What follows belongs to an exercise in optimizing a design on an open flow for small area, a short achievable clock period and few clock cycles per item; a production flow would make more cautious choices.
Power and IR drop assume default switching activity.

## run 1
==> flow/design.v <==
module CRC_xor2(input a, input b, output y);
assign y = a ^ b;
endmodule
module CRC_xnor2(input a, input b, output y);
assign y = ~(a ^ b);
endmodule
module CRC(
input           clk,
input           rst_n,
input  [23:0]   Din,
input           valid,
input  [15:0]   size,
output [14:0]   checksum,
output          done
);
reg busy;              
wire en;               
wire [17:0] bn;        
reg  [17:0] b;         
always @(posedge clk or negedge rst_n)
 if (~rst_n) busy <= 1'b0;
 else busy <= ~busy & valid;
always @(posedge clk) b <= bn;
assign en = ~(size[1] & ~size[0]);
wire t24, t25, t26, t27, t28, t29, t30, t31, t32, t33, t34, t35, t36, t37, t38, t39, t40, t41, t42, t43, t44, t45, t46, t47, t48, t49, t50, t51, t52, t53, t54, t55, t56, t57, t58, t59, t60, t61, t62, t63, t64, t65, t66, t67, t68, t69, t70, t71, t72, t73, t74, t75, t76, t77, t78, t79, t80, t81, t82, t83, t84, t85, t86, t87, t88, t89, t90, t91, t92, t93;
wire k16, k17, k18, k19, k20, k21, k22, k23, k25, k60, k64, k69, k71;    
assign k16 = ~(Din[16] & en);
assign k17 = ~(Din[17] & en);
assign k18 = ~(Din[18] & en);
assign k19 = ~(Din[19] & en);
assign k20 = ~(Din[20] & en);
assign k21 = ~(Din[21] & en);
assign k22 = ~(Din[22] & en);
assign k23 = ~(Din[23] & en);
assign k25 = ~(t25 & en);
assign k60 = ~(t60 & en);
assign k64 = ~(t64 & en);
assign k69 = ~(t69 & en);
assign k71 = ~(t71 & en);
CRC_xor2 u24 (.a(Din[2]), .b(Din[11]), .y(t24));
CRC_xor2 u25 (.a(Din[22]), .b(Din[23]), .y(t25));
CRC_xnor2 u26 (.a(Din[6]), .b(k19), .y(t26));
CRC_xor2 u27 (.a(Din[0]), .b(Din[1]), .y(t27));
CRC_xor2 u28 (.a(Din[8]), .b(Din[13]), .y(t28));
CRC_xor2 u29 (.a(Din[3]), .b(Din[12]), .y(t29));
CRC_xor2 u30 (.a(Din[10]), .b(Din[14]), .y(t30));
CRC_xor2 u31 (.a(Din[5]), .b(t26), .y(t31));
CRC_xnor2 u32 (.a(Din[4]), .b(k25), .y(t32));
CRC_xnor2 u33 (.a(Din[13]), .b(k21), .y(t33));
CRC_xnor2 u34 (.a(Din[9]), .b(k17), .y(t34));
CRC_xor2 u35 (.a(t27), .b(t34), .y(t35));
CRC_xor2 u36 (.a(Din[4]), .b(Din[7]), .y(t36));
CRC_xnor2 u37 (.a(Din[3]), .b(k16), .y(t37));
CRC_xnor2 u38 (.a(Din[15]), .b(k22), .y(t38));
CRC_xnor2 u39 (.a(Din[10]), .b(k18), .y(t39));
CRC_xnor2 u40 (.a(Din[6]), .b(k23), .y(t40));
CRC_xor2 u41 (.a(Din[1]), .b(t28), .y(t41));
CRC_xor2 u42 (.a(Din[9]), .b(t24), .y(t42));
CRC_xor2 u43 (.a(t24), .b(t33), .y(t43));
CRC_xor2 u44 (.a(Din[5]), .b(t39), .y(t44));
CRC_xor2 u45 (.a(t38), .b(t41), .y(t45));
CRC_xor2 u46 (.a(t44), .b(t45), .y(t46));
CRC_xnor2 u47 (.a(Din[0]), .b(k20), .y(t47));
CRC_xor2 u48 (.a(t39), .b(t47), .y(t48));
CRC_xor2 u49 (.a(t31), .b(t48), .y(t49));
CRC_xor2 u50 (.a(t32), .b(t35), .y(t50));
CRC_xor2 u51 (.a(t30), .b(t29), .y(t51));
CRC_xor2 u52 (.a(t28), .b(t51), .y(t52));
CRC_xor2 u53 (.a(t40), .b(t43), .y(t53));
CRC_xor2 u54 (.a(Din[8]), .b(Din[14]), .y(t54));
CRC_xor2 u55 (.a(t54), .b(t42), .y(t55));
CRC_xor2 u56 (.a(t32), .b(t55), .y(t56));
CRC_xor2 u57 (.a(t27), .b(t38), .y(t57));
CRC_xor2 u58 (.a(t57), .b(t31), .y(t58));
CRC_xor2 u59 (.a(Din[7]), .b(Din[0]), .y(t59));
CRC_xor2 u60 (.a(Din[16]), .b(Din[19]), .y(t60));
CRC_xnor2 u61 (.a(t59), .b(k60), .y(t61));
CRC_xor2 u62 (.a(Din[12]), .b(Din[15]), .y(t62));
CRC_xor2 u63 (.a(Din[11]), .b(Din[13]), .y(t63));
CRC_xor2 u64 (.a(Din[23]), .b(Din[17]), .y(t64));
CRC_xnor2 u65 (.a(k20), .b(t63), .y(t65));
CRC_xnor2 u66 (.a(t62), .b(k64), .y(t66));
CRC_xor2 u67 (.a(t65), .b(t66), .y(t67));
CRC_xor2 u68 (.a(Din[9]), .b(Din[12]), .y(t68));
CRC_xor2 u69 (.a(Din[18]), .b(Din[19]), .y(t69));
CRC_xnor2 u70 (.a(t68), .b(k69), .y(t70));
CRC_xor2 u71 (.a(Din[20]), .b(Din[21]), .y(t71));
CRC_xor2 u72 (.a(t36), .b(t24), .y(t72));
CRC_xnor2 u73 (.a(t29), .b(k71), .y(t73));
CRC_xor2 u74 (.a(t72), .b(t73), .y(t74));
CRC_xor2 u75 (.a(t36), .b(t40), .y(t75));
CRC_xor2 u76 (.a(t37), .b(t75), .y(t76));
CRC_xor2 u77 (.a(Din[15]), .b(t30), .y(t77));
CRC_xor2 u78 (.a(t77), .b(t43), .y(t78));
CRC_xor2 u79 (.a(Din[10]), .b(Din[11]), .y(t79));
CRC_xnor2 u80 (.a(k21), .b(t79), .y(t80));
CRC_xor2 u81 (.a(t34), .b(t80), .y(t81));
CRC_xor2 u82 (.a(t32), .b(t81), .y(t82));
CRC_xor2 u83 (.a(Din[12]), .b(Din[7]), .y(t83));
CRC_xnor2 u84 (.a(k21), .b(t83), .y(t84));
CRC_xnor2 u85 (.a(t27), .b(k25), .y(t85));
CRC_xor2 u86 (.a(t84), .b(t85), .y(t86));
CRC_xor2 u87 (.a(t30), .b(t26), .y(t87));
CRC_xor2 u88 (.a(t87), .b(t35), .y(t88));
CRC_xnor2 u89 (.a(k16), .b(t29), .y(t89));
CRC_xor2 u90 (.a(t33), .b(t89), .y(t90));
CRC_xor2 u91 (.a(t31), .b(t90), .y(t91));
CRC_xor2 u92 (.a(t37), .b(t41), .y(t92));
CRC_xor2 u93 (.a(t42), .b(t92), .y(t93));
assign bn[0] = t46;
assign bn[1] = t49;
assign bn[2] = t50;
assign bn[3] = t52;
assign bn[4] = t53;
assign bn[5] = t56;
assign bn[6] = t58;
assign bn[7] = t61;
assign bn[8] = t67;
assign bn[9] = t70;
assign bn[10] = t74;
assign bn[11] = t76;
assign bn[12] = t78;
assign bn[13] = t82;
assign bn[14] = t86;
assign bn[15] = t88;
assign bn[16] = t91;
assign bn[17] = t93;
CRC_xor2 o10 (.a(b[3]), .b(b[2]), .y(checksum[10]));
CRC_xor2 o7 (.a(b[4]), .b(b[2]), .y(checksum[7]));
CRC_xor2 o11 (.a(b[5]), .b(b[0]), .y(checksum[11]));
CRC_xor2 o3 (.a(b[6]), .b(b[4]), .y(checksum[3]));
CRC_xor2 o4 (.a(b[7]), .b(b[13]), .y(checksum[4]));
CRC_xor2 o5 (.a(b[8]), .b(b[0]), .y(checksum[5]));
CRC_xor2 o6 (.a(b[9]), .b(b[4]), .y(checksum[6]));
CRC_xor2 o1 (.a(b[10]), .b(b[0]), .y(checksum[1]));
CRC_xor2 o13 (.a(b[11]), .b(b[8]), .y(checksum[13]));
CRC_xor2 o12 (.a(b[12]), .b(b[16]), .y(checksum[12]));
CRC_xor2 o8 (.a(b[13]), .b(b[1]), .y(checksum[8]));
CRC_xor2 o9 (.a(b[14]), .b(b[1]), .y(checksum[9]));
CRC_xor2 o0 (.a(b[15]), .b(b[10]), .y(checksum[0]));
CRC_xor2 o2 (.a(b[16]), .b(b[5]), .y(checksum[2]));
CRC_xor2 o14 (.a(b[17]), .b(b[1]), .y(checksum[14]));
assign done = busy;
endmodule
export LEC_CHECK = 0
export CAP_MARGIN = 20
export CORE_AREA = 2.5 2.5 65.5 65.5
export CTS_BUF_LIST = sky130_fd_sc_hd__clkbuf_4
export DIE_AREA = 0 0 68 68
export SETUP_SLACK_MARGIN = 3.6
export SLEW_MARGIN = 20
export SYNTH_HIERARCHICAL = 1
export SYNTH_MINIMUM_KEEP_SIZE = 0
create_clock -name core_clock -period 5.5 [get_ports {clk}]
standard.sh (not shown) runs the stock make flow with config.mk's settings and CLKGATE_MAP_FILE= SYNTH_SCRIPT=/design/flow/synth_recipe.tcl, a recipe that flattens the netlist after the stock synthesis.
==> flow/flow/run.sh <==
#!/bin/bash
# The standard layout, with the port buffers made from the smallest plain buffer
# (buf_1) instead of the cell buffer_ports picks by itself (clkdlybuf4s50_1).
set -euo pipefail
bash standard.sh finish 'BUFFER_PORTS_ARGS=-buffer_cell sky130_fd_sc_hd__buf_1' > standard_flow.log 2>&1
No stage failed in run 1, and the final checks on the layout all came back clean.
Modified inputs, run 2 compared to run 1
-- flow/config.mk --
<<< run 1, line 11
export DIE_AREA = 0 0 68 68
export SETUP_SLACK_MARGIN = 3.6
export SLEW_MARGIN = 20
>>> run 2, line 11
export DIE_AREA = 0 0 68 68
export SLEW_MARGIN = 20
Findings:
- In the metrics for run 2 and run 1, the one carrying the higher smallest setup slack after layout is run 1.
- Average wire length per cell after detail routing (run 2 / run 1): 0.856
- On power share of the clock group: between run 2 and run 1, it ends up lower for run 1.
- Re synthesis-to-finish area growth: run 1 was higher than run 2.
Input changes introduced in run 3 (baseline for comparison: run 2):
-- flow/config.mk --
<<< run 2, line 11
export DIE_AREA = 0 0 68 68
export SLEW_MARGIN = 20
>>> run 3, line 11
export DIE_AREA = 0 0 68 68
export SETUP_SLACK_MARGIN = 3.45
export SLEW_MARGIN = 20
==> run summary <==
Area: run 3 vs run 2 -> run 3 larger. Run 2 -> run 3: hold slack flat. In the tables for run 2 and run 3, average routed wire per standard cell reads higher with run 3. ~same vias per cell in run 2 and run 3. Between run 2 and run 3, the flow reports final cell count increasing slightly. Portion of total power attributed to combinational logic for run 3: 1.6 points up relative to run 2. Compared to run 2, the router laid down more metal wire for run 3. Going from run 2 to run 3, final clock period utilization by the worst path went down 1.8 points, global-route usage higher.
No run of this note included a check of the RTL's function; only the layout flow was run.

re-timing with driven ports:
How much do the figures lean on ideal ports? The routed layouts below were timed once more, with nothing changed but the port constraints.
Step 1, drivers: a clkbuf_16 drives clk and a buf_2 each remaining input, both assumed.
Step 2 adds t to the input delays and takes it off the output delays; t is the mean of the earliest and latest rising clock arrival at the registers after step 1. Input paths then give back, and output paths get back, about the clock's delay inside the block.
Three values: no drivers, after step 1, after step 2; two values: the first two.
| run | t (ns) | slack for setup (ns) | hold WS [ns] | worst data-port slew with drivers (ns) |
|---|---|---|---|---|
| run 1 | 0.306 | 3.453 / 3.432 / 3.304 | 0.470 / 0.470 / 0.470 | 0.04 |
| run 2 | 0.304 | 3.352 / 3.330 / 3.105 | 0.428 / 0.428 / 0.428 | 0.03 |
| run 3 | 0.296 | 3.451 / 3.432 / 3.222 | 0.428 / 0.428 / 0.428 | 0.03 |
After both steps every run listed still meets setup and hold. The setup slack of run 2, which loses most, moves by -0.022 ns with the drivers and by -0.247 ns with both steps.
